Source: an optimization exercise on an open RTL-to-GDS flow (aim: small area and a short achievable clock period). Production flows keep margins and buffers that such runs may drop. The RTL was checked by simulation tests, not by an equivalence proof against the original design. Power is estimated from default activity; no workload was simulated.

## TR
==> module addmachine, before the edit <==
module addmachine
    ( input wire clock
    , input wire reset
    , input wire prog_we
    , input wire[4:0] prog_addr
    , input wire[7:0] prog_data
    , output wire[7:0] res
    );
reg [7:0] acc;
reg [7:0] ex;
reg [7:0] opr;
reg       opf;
reg [7:0] fi;
reg       nfi, nacc, nm0;
reg [4:0] fad;
wire is_loadi = ex[7:4] == 4'b0001;
wire is_addi  = ex[7:4] == 4'b0010;
wire is_load  = ex[7:5] == 3'b101;
wire is_store = ex[7:5] == 3'b110;
wire rd_mem   = ex[7:6] == 2'b10;            
wire keep_acc = ~(is_loadi | is_load);       
wire [7:0] wdata = reset ? prog_data : acc;
wire [4:0] waddr = reset ? prog_addr : ex[4:0];
wire       wen   = reset ? prog_we : is_store;
wire [31:0] we, hold;
dec5c dw (.a(waddr), .en(wen), .y(we), .yn(hold));
wire [7:0] nx    = ({8{nfi}} & fi) | ({8{nacc}} & acc) | ({8{nm0}} & mem[0]);
wire [4:0] oaddr = nx[4:0];
wire       fwd_o = is_store && ex[4:0] == oaddr;
wire       fwd_f = is_store && ex[4:0] == fad;
wire [31:0] sel_op, sel_f;
dec5 dop (.a(oaddr), .y(sel_op));
dec5 df  (.a(fad), .y(sel_f));
reg [7:0] mem [0:31];
wire [7:0] opr_nxt, fi_nxt;
genvar i, j;
generate
    for (i = 0; i < 32; i = i + 1) begin : m
        wire [7:0] nxt;
        for (j = 0; j < 8; j = j + 1) begin : b
            wbit w (.q(mem[i][j]), .d(wdata[j]), .we(we[i]), .hold(hold[i]), .y(nxt[j]));
        end
        always @(posedge clock)
            mem[i] <= nxt;
    end
    for (j = 0; j < 8; j = j + 1) begin : r
        wire [10:0] to, tf;
        for (i = 0; i < 10; i = i + 1) begin : g
            ao3n uo (.a0(mem[3*i][j]), .s0(sel_op[3*i]), .a1(mem[3*i+1][j]), .s1(sel_op[3*i+1]),
                     .a2(mem[3*i+2][j]), .s2(sel_op[3*i+2]), .yn(to[i]));
            ao3n uf (.a0(mem[3*i][j]), .s0(sel_f[3*i]), .a1(mem[3*i+1][j]), .s1(sel_f[3*i+1]),
                     .a2(mem[3*i+2][j]), .s2(sel_f[3*i+2]), .yn(tf[i]));
        end
        assign to[10] = ~((mem[30][j] & sel_op[30]) | (mem[31][j] & sel_op[31]));
        assign tf[10] = ~((mem[30][j] & sel_f[30]) | (mem[31][j] & sel_f[31]));
        or11n co (.tn(to), .y(opr_nxt[j]));
        or11n cf (.tn(tf), .y(fi_nxt[j]));
    end
endgenerate
wire [7:0] imm = (is_loadi | is_addi) ? {4'b0000, ex[3:0]} : 8'd0;
wire [7:0] opv = rd_mem ? (opf ? acc : opr) : 8'd0;
wire [7:0] sum = (keep_acc ? acc : 8'd0) + (opv | imm);
always @(posedge clock) begin
    opr <= opr_nxt;
    opf <= fwd_o;
    fi  <= fi_nxt;
    if (reset) begin
        ex   <= 8'd0;
        acc  <= 8'd0;
        nfi  <= 1'b0;
        nacc <= 1'b0;
        nm0  <= 1'b1;
        fad  <= 5'd1;
    end else begin
        ex   <= nx;
        acc  <= sum;
        nacc <= (nx[7:5] == 3'b110 && nx[4:0] == fad) || fwd_f;
        nfi  <= !((nx[7:5] == 3'b110 && nx[4:0] == fad) || fwd_f);
        nm0  <= 1'b0;
        fad  <= nx[7:5] == 3'b111 ? nx[4:0] : fad + 5'd1;
    end
end
assign res = reset ? 8'd0 : acc;
endmodule
Settings: LEC_CHECK=0, ABC_CLOCK_PERIOD_IN_PS=2800, CAP_MARGIN=20, CELL_PAD_IN_SITES_DETAIL_PLACEMENT=1, CELL_PAD_IN_SITES_GLOBAL_PLACEMENT=2, CORE_MARGIN=2, CORE_UTILIZATION=30, PLACE_DENSITY=0.5, SETUP_SLACK_MARGIN=3.2, SLEW_MARGIN=20, SYNTH_HIERARCHICAL=1, SYNTH_MINIMUM_KEEP_SIZE=0, TNS_END_PERCENT=5; clock period 6.0 ns.
standard.sh (not shown) runs the stock make flow with config.mk's settings and CLKGATE_MAP_FILE= SYNTH_SCRIPT=/design/flow/synth_recipe.tcl, a recipe that flattens the netlist after the stock synthesis.
==> flow/flow/run.sh <==
#!/bin/bash
# The standard layout, with two changes: the ports get plain buf_2 buffers
# (which timing repair may resize), and clock tree synthesis adds no dummy
# loads and clusters more flip-flops per leaf buffer.
set -euo pipefail
export BUFFER_PORTS_ARGS="-buffer_cell sky130_fd_sc_hd__buf_2"
export CTS_ARGS="-sink_clustering_enable -repair_clock_nets -buf_list {sky130_fd_sc_hd__clkbuf_4 sky130_fd_sc_hd__clkbuf_8} -sink_clustering_size 14 -sink_clustering_max_diameter 60 -dont_use_dummy_load"
bash standard.sh > standard.log 2>&1
#### Input delta (AL over TR)
==> flow/design.v, changed modules only <==
module dec5e
    ( input wire[4:0] a
    , input wire en
    , output reg[31:0] y
    );
integer k;
always @(*)
    for (k = 0; k < 32; k = k + 1)
        y[k] = en && a == k;
endmodule
module addmachine
    ( input wire clock
    , input wire reset
    , input wire prog_we
    , input wire[4:0] prog_addr
    , input wire[7:0] prog_data
    , output wire[7:0] res
    );
reg [7:0] acc;
reg [7:0] ex;
reg [7:0] opr;
reg       opf;
reg [7:0] fi;
reg       fwd;
reg [4:0] fad;
wire is_loadi = ex[7:4] == 4'b0001;
wire is_addi  = ex[7:4] == 4'b0010;
wire is_load  = ex[7:5] == 3'b101;
wire is_store = ex[7:5] == 3'b110;
wire rd_mem   = ex[7:6] == 2'b10;            
wire keep_acc = ~(is_loadi | is_load);       
wire [7:0] wdata = reset ? prog_data : acc;
wire [4:0] waddr = reset ? prog_addr : ex[4:0];
wire       wen   = reset ? prog_we : is_store;
wire [31:0] we, hold;
dec5c dw (.a(waddr), .en(wen), .y(we), .yn(hold));
wire [7:0] nx    = fwd ? acc : fi;
wire [4:0] oaddr = nx[4:0];
wire       fwd_o = is_store && ex[4:0] == oaddr;
wire       fwd_f = is_store && ex[4:0] == fad;
wire [31:0] sel_op, sel_f;
dec5  dop (.a(oaddr), .y(sel_op));
dec5e df  (.a(fad), .en(!reset), .y(sel_f));
reg [7:0] mem [0:31];
wire [7:0] mem0_nxt;
wire [7:0] opr_nxt, fi_nxt;
genvar i, j;
generate
    for (i = 0; i < 32; i = i + 1) begin : m
        wire [7:0] nxt;
        for (j = 0; j < 8; j = j + 1) begin : b
            wbit w (.q(mem[i][j]), .d(wdata[j]), .we(we[i]), .hold(hold[i]), .y(nxt[j]));
        end
        always @(posedge clock)
            mem[i] <= nxt;
    end
    for (j = 0; j < 8; j = j + 1) begin : r
        wire [10:0] to, tf;
        for (i = 0; i < 10; i = i + 1) begin : g
            ao3n uo (.a0(mem[3*i][j]), .s0(sel_op[3*i]), .a1(mem[3*i+1][j]), .s1(sel_op[3*i+1]),
                     .a2(mem[3*i+2][j]), .s2(sel_op[3*i+2]), .yn(to[i]));
            ao3n uf (.a0(mem[3*i][j]), .s0(sel_f[3*i]), .a1(mem[3*i+1][j]), .s1(sel_f[3*i+1]),
                     .a2(mem[3*i+2][j]), .s2(sel_f[3*i+2]), .yn(tf[i]));
        end
        assign to[10] = ~((mem[30][j] & sel_op[30]) | (mem[31][j] & sel_op[31]));
        assign tf[10] = ~((mem[30][j] & sel_f[30]) | (mem[31][j] & sel_f[31])
                          | (reset & mem0_nxt[j]));
        or11n co (.tn(to), .y(opr_nxt[j]));
        or11n cf (.tn(tf), .y(fi_nxt[j]));
    end
endgenerate
assign mem0_nxt = m[0].nxt;
wire [7:0] imm = (is_loadi | is_addi) ? {4'b0000, ex[3:0]} : 8'd0;
wire [7:0] opv = rd_mem ? (opf ? acc : opr) : 8'd0;
wire [7:0] sum = (keep_acc ? acc : 8'd0) + (opv | imm);
always @(posedge clock) begin
    opr <= opr_nxt;
    opf <= fwd_o;
    fi  <= fi_nxt;
    if (reset) begin
        ex  <= 8'd0;
        acc <= 8'd0;
        fwd <= 1'b0;
        fad <= 5'd1;
    end else begin
        ex  <= nx;
        acc <= sum;
        fwd <= (nx[7:5] == 3'b110 && nx[4:0] == fad) || fwd_f;
        fad <= nx[7:5] == 3'b111 ? nx[4:0] : fad + 5'd1;
    end
end
assign res = reset ? 8'd0 : acc;
endmodule
[summary]
Lower largest driver fanout on the critical path among AL and TR: AL. TR ended up with fad[2] as its startpoint of the worst setup timing path; AL ended up with reset. Final cell count ended up about 1% higher on AL than on TR. TR consumes more power than AL. AL ends up with higher maximum resistive drop on vdd than TR does. Final cell area: AL above TR. Number of cells on the critical path, AL and TR: larger value in AL. Changes observed in AL relative to TR: per-cell routed wire length lost about 0.3%; via count picked up an extra 1.4%; maximum clock frequency picked up an extra 5.0%; setup slack picked up an extra 0.15 ns. NOTE: net switching power of the design in AL falls short of that of TR. Final-layout clock-cell area share across AL and TR: no real change. On post-route fraction of the period consumed by the critical path, the lower figure sits with AL, not TR. Measured against each other, AL and TR differ in critical path's largest stage delay, the higher figure coming from AL.

---

The RTL this note starts from:
==> flow/design.v <==
module ao3n
    ( input wire a0, input wire s0
    , input wire a1, input wire s1
    , input wire a2, input wire s2
    , output wire yn
    );
assign yn = ~((a0 & s0) | (a1 & s1) | (a2 & s2));
endmodule
module wbit
    ( input wire q
    , input wire d
    , input wire we
    , input wire hold
    , output wire y
    );
assign y = (we & d) | (hold & q);
endmodule
module predec2
    ( input wire[1:0] a
    , input wire en
    , output reg[3:0] p
    , output reg[3:0] pn
    );
integer k;
always @(*)
    for (k = 0; k < 4; k = k + 1) begin
        p[k]  = en && a == k;
        pn[k] = !(en && a == k);
    end
endmodule
module predec3
    ( input wire[2:0] a
    , output reg[7:0] p
    , output reg[7:0] pn
    );
integer k;
always @(*)
    for (k = 0; k < 8; k = k + 1) begin
        p[k]  = a == k;
        pn[k] = a != k;
    end
endmodule
module nor2m (input wire a, input wire b, output wire y);
assign y = ~(a | b);
endmodule
module nand2m (input wire a, input wire b, output wire y);
assign y = ~(a & b);
endmodule
module dec5
    ( input wire[4:0] a
    , output reg[31:0] y
    );
integer k;
always @(*)
    for (k = 0; k < 32; k = k + 1)
        y[k] = a == k;
endmodule
module dec5c
    ( input wire[4:0] a
    , input wire en
    , output wire[31:0] y
    , output wire[31:0] yn
    );
wire [3:0] lo, lon;
wire [7:0] hi, hin;
predec2 pl (.a(a[1:0]), .en(en), .p(lo), .pn(lon));
predec3 ph (.a(a[4:2]), .p(hi), .pn(hin));
genvar k;
generate
    for (k = 0; k < 32; k = k + 1) begin : g
        nor2m  u (.a(lon[k % 4]), .b(hin[k / 4]), .y(y[k]));
        nand2m v (.a(lo[k % 4]), .b(hi[k / 4]), .y(yn[k]));
    end
endgenerate
endmodule
module and4m (input wire a, input wire b, input wire c, input wire d, output wire y);
assign y = a & b & c & d;
endmodule
module and3m (input wire a, input wire b, input wire c, output wire y);
assign y = a & b & c;
endmodule
module nand3m (input wire a, input wire b, input wire c, output wire y);
assign y = ~(a & b & c);
endmodule
module or11n
    ( input wire[10:0] tn
    , output wire y
    );
wire p0, p1, p2;
and4m  g0 (.a(tn[0]), .b(tn[1]), .c(tn[2]), .d(tn[3]), .y(p0));
and4m  g1 (.a(tn[4]), .b(tn[5]), .c(tn[6]), .d(tn[7]), .y(p1));
and3m  g2 (.a(tn[8]), .b(tn[9]), .c(tn[10]), .y(p2));
nand3m g3 (.a(p0), .b(p1), .c(p2), .y(y));
endmodule
module resgate (input wire a, input wire r, input wire b, output wire y);
assign y = a & ~r & ~b;
endmodule
module addmachine
    ( input wire clock
    , input wire reset
    , input wire prog_we
    , input wire[4:0] prog_addr
    , input wire[7:0] prog_data
    , output wire[7:0] res
    );
reg [7:0] acc;
reg [7:0] ex;
reg [7:0] opr;
reg       opf;
reg [7:0] fi;
reg       nfi, nacc, bub;
reg [4:0] fad;
wire is_loadi = ex[7:4] == 4'b0001;
wire is_addi  = ex[7:4] == 4'b0010;
wire is_load  = ex[7:5] == 3'b101;
wire is_store = ex[7:5] == 3'b110 && !bub;
wire rd_mem   = ex[7:6] == 2'b10;            
wire keep_acc = ~(is_loadi | is_load);       
wire [7:0] wdata = reset ? prog_data : acc;
wire [4:0] waddr = reset ? prog_addr : ex[4:0];
wire       wen   = reset ? prog_we : is_store;
wire [31:0] we, hold;
dec5c dw (.a(waddr), .en(wen), .y(we), .yn(hold));
wire [7:0] nx    = ({8{nfi}} & fi) | ({8{nacc}} & acc) | ({8{bub}} & mem[0]);
wire [4:0] oaddr = nx[4:0];
wire       fwd_o = is_store && ex[4:0] == oaddr;
wire       fwd_f = is_store && ex[4:0] == fad;
wire [31:0] sel_op, sel_f;
dec5 dop (.a(oaddr), .y(sel_op));
dec5 df  (.a(fad), .y(sel_f));
reg [7:0] mem [0:31];
wire [7:0] opr_nxt, fi_nxt;
genvar i, j;
generate
    for (i = 0; i < 32; i = i + 1) begin : m
        wire [7:0] nxt;
        for (j = 0; j < 8; j = j + 1) begin : b
            wbit w (.q(mem[i][j]), .d(wdata[j]), .we(we[i]), .hold(hold[i]), .y(nxt[j]));
        end
        always @(posedge clock)
            mem[i] <= nxt;
    end
    for (j = 0; j < 8; j = j + 1) begin : r
        wire [10:0] to, tf;
        for (i = 0; i < 10; i = i + 1) begin : g
            ao3n uo (.a0(mem[3*i][j]), .s0(sel_op[3*i]), .a1(mem[3*i+1][j]), .s1(sel_op[3*i+1]),
                     .a2(mem[3*i+2][j]), .s2(sel_op[3*i+2]), .yn(to[i]));
            ao3n uf (.a0(mem[3*i][j]), .s0(sel_f[3*i]), .a1(mem[3*i+1][j]), .s1(sel_f[3*i+1]),
                     .a2(mem[3*i+2][j]), .s2(sel_f[3*i+2]), .yn(tf[i]));
        end
        assign to[10] = ~((mem[30][j] & sel_op[30]) | (mem[31][j] & sel_op[31]));
        assign tf[10] = ~((mem[30][j] & sel_f[30]) | (mem[31][j] & sel_f[31]));
        or11n co (.tn(to), .y(opr_nxt[j]));
        or11n cf (.tn(tf), .y(fi_nxt[j]));
    end
endgenerate
wire [7:0] imm = (is_loadi | is_addi) ? {4'b0000, ex[3:0]} : 8'd0;
wire [7:0] opv = rd_mem ? (opf ? acc : opr) : 8'd0;
wire [7:0] sum = (keep_acc ? acc : 8'd0) + (opv | imm);
always @(posedge clock) begin
    opr <= opr_nxt;
    opf <= fwd_o;
    fi  <= fi_nxt;
    ex  <= nx;
    acc <= bub ? 8'd0 : sum;
    bub <= reset;
    if (reset) begin
        nfi  <= 1'b0;
        nacc <= 1'b0;
        fad  <= 5'd1;
    end else begin
        nacc <= (nx[7:5] == 3'b110 && nx[4:0] == fad) || fwd_f;
        nfi  <= !((nx[7:5] == 3'b110 && nx[4:0] == fad) || fwd_f);
        fad  <= nx[7:5] == 3'b111 ? nx[4:0] : fad + 5'd1;
    end
end
genvar q;
generate
    for (q = 0; q < 8; q = q + 1) begin : o
        resgate g (.a(acc[q]), .r(reset), .b(bub), .y(res[q]));
    end
endgenerate
endmodule
Settings: LEC_CHECK=0, ABC_CLOCK_PERIOD_IN_PS=2800, CAP_MARGIN=20, CELL_PAD_IN_SITES_DETAIL_PLACEMENT=1, CELL_PAD_IN_SITES_GLOBAL_PLACEMENT=2, CORE_MARGIN=2, CORE_UTILIZATION=45, PLACE_DENSITY=0.65, SETUP_SLACK_MARGIN=3.25, SLEW_MARGIN=20, SYNTH_HIERARCHICAL=1, SYNTH_MINIMUM_KEEP_SIZE=0, TNS_END_PERCENT=100; clock period 6.0 ns.
Scripts as last shown in full above: flow/flow/run.sh
==> next run, changes <==
--- a/flow/design.v
+++ b/flow/design.v
@@ -46,14 +46,38 @@
 module nand2m (input wire a, input wire b, output wire y);
 assign y = ~(a & b);
 endmodule
+module predec2n
+    ( input wire[1:0] a
+    , output reg[3:0] pn
+    );
+integer k;
+always @(*)
+    for (k = 0; k < 4; k = k + 1)
+        pn[k] = a != k;
+endmodule
+module predec3n
+    ( input wire[2:0] a
+    , output reg[7:0] pn
+    );
+integer k;
+always @(*)
+    for (k = 0; k < 8; k = k + 1)
+        pn[k] = a != k;
+endmodule
 module dec5
     ( input wire[4:0] a
-    , output reg[31:0] y
-    );
-integer k;
-always @(*)
-    for (k = 0; k < 32; k = k + 1)
-        y[k] = a == k;
+    , output wire[31:0] y
+    );
+wire [3:0] lon;
+wire [7:0] hin;
+predec2n pl (.a(a[1:0]), .pn(lon));
+predec3n ph (.a(a[4:2]), .pn(hin));
+genvar k;
+generate
+    for (k = 0; k < 32; k = k + 1) begin : g
+        nor2m u (.a(lon[k % 4]), .b(hin[k / 4]), .y(y[k]));
+    end
+endgenerate
 endmodule
 module dec5c
     ( input wire[4:0] a
What happened:
- sequential share of layout area is about the same
- die area shrinks by 0.56%
- sequential power is about the same
- setup slack gets better by 0.13 ns
- clock-buffer cell count grows by 2
- final cell count grows by 0.31%
- worst hold slack barely changes
- via count grows by 1.5%
- routed wire length grows by 0.54%
- flip-flop and latch count is unchanged
- non-clock buffer count grows by 4
- design area stays flat

==> re-timing with driven ports <==
The results above use ideal ports. As a check the final layouts listed here were re-extracted and re-timed, cells and wires unchanged.
Step 1 assumes that a clkbuf_16 drives the clock port and a buf_2 every other input.
Step 2 times the ports against the registers' clock, not the clock port: input delays grow and output delays shrink by t, the midpoint of the rising clock arrivals with the driver on.
a / b / c = ideal ports / drivers / drivers and shift; a / b = the first two.
run	t, ns	setup WS [ns]	hold WS [ns]	worst slew at a driven data input, ns	cell pins on the clock port's net
TR	0.639	2.884 / 2.884 / 2.341	0.502 / 0.502 / 0.502	0.09	1
AL	0.647	3.032 / 2.912 / 2.265	0.505 / 0.505 / 0.505	0.19	1
the first run of note 2	0.633	3.027 / 3.027 / 2.516	0.507 / 0.507 / 0.507	0.18	1
the second run of note 2	0.648	3.154 / 3.032 / 2.486	0.509 / 0.509 / 0.509	0.19	1
After both steps setup and hold are still met in every run listed. The setup slack of AL, which loses most, moves by -0.120 ns with the drivers and by -0.767 ns with both steps.
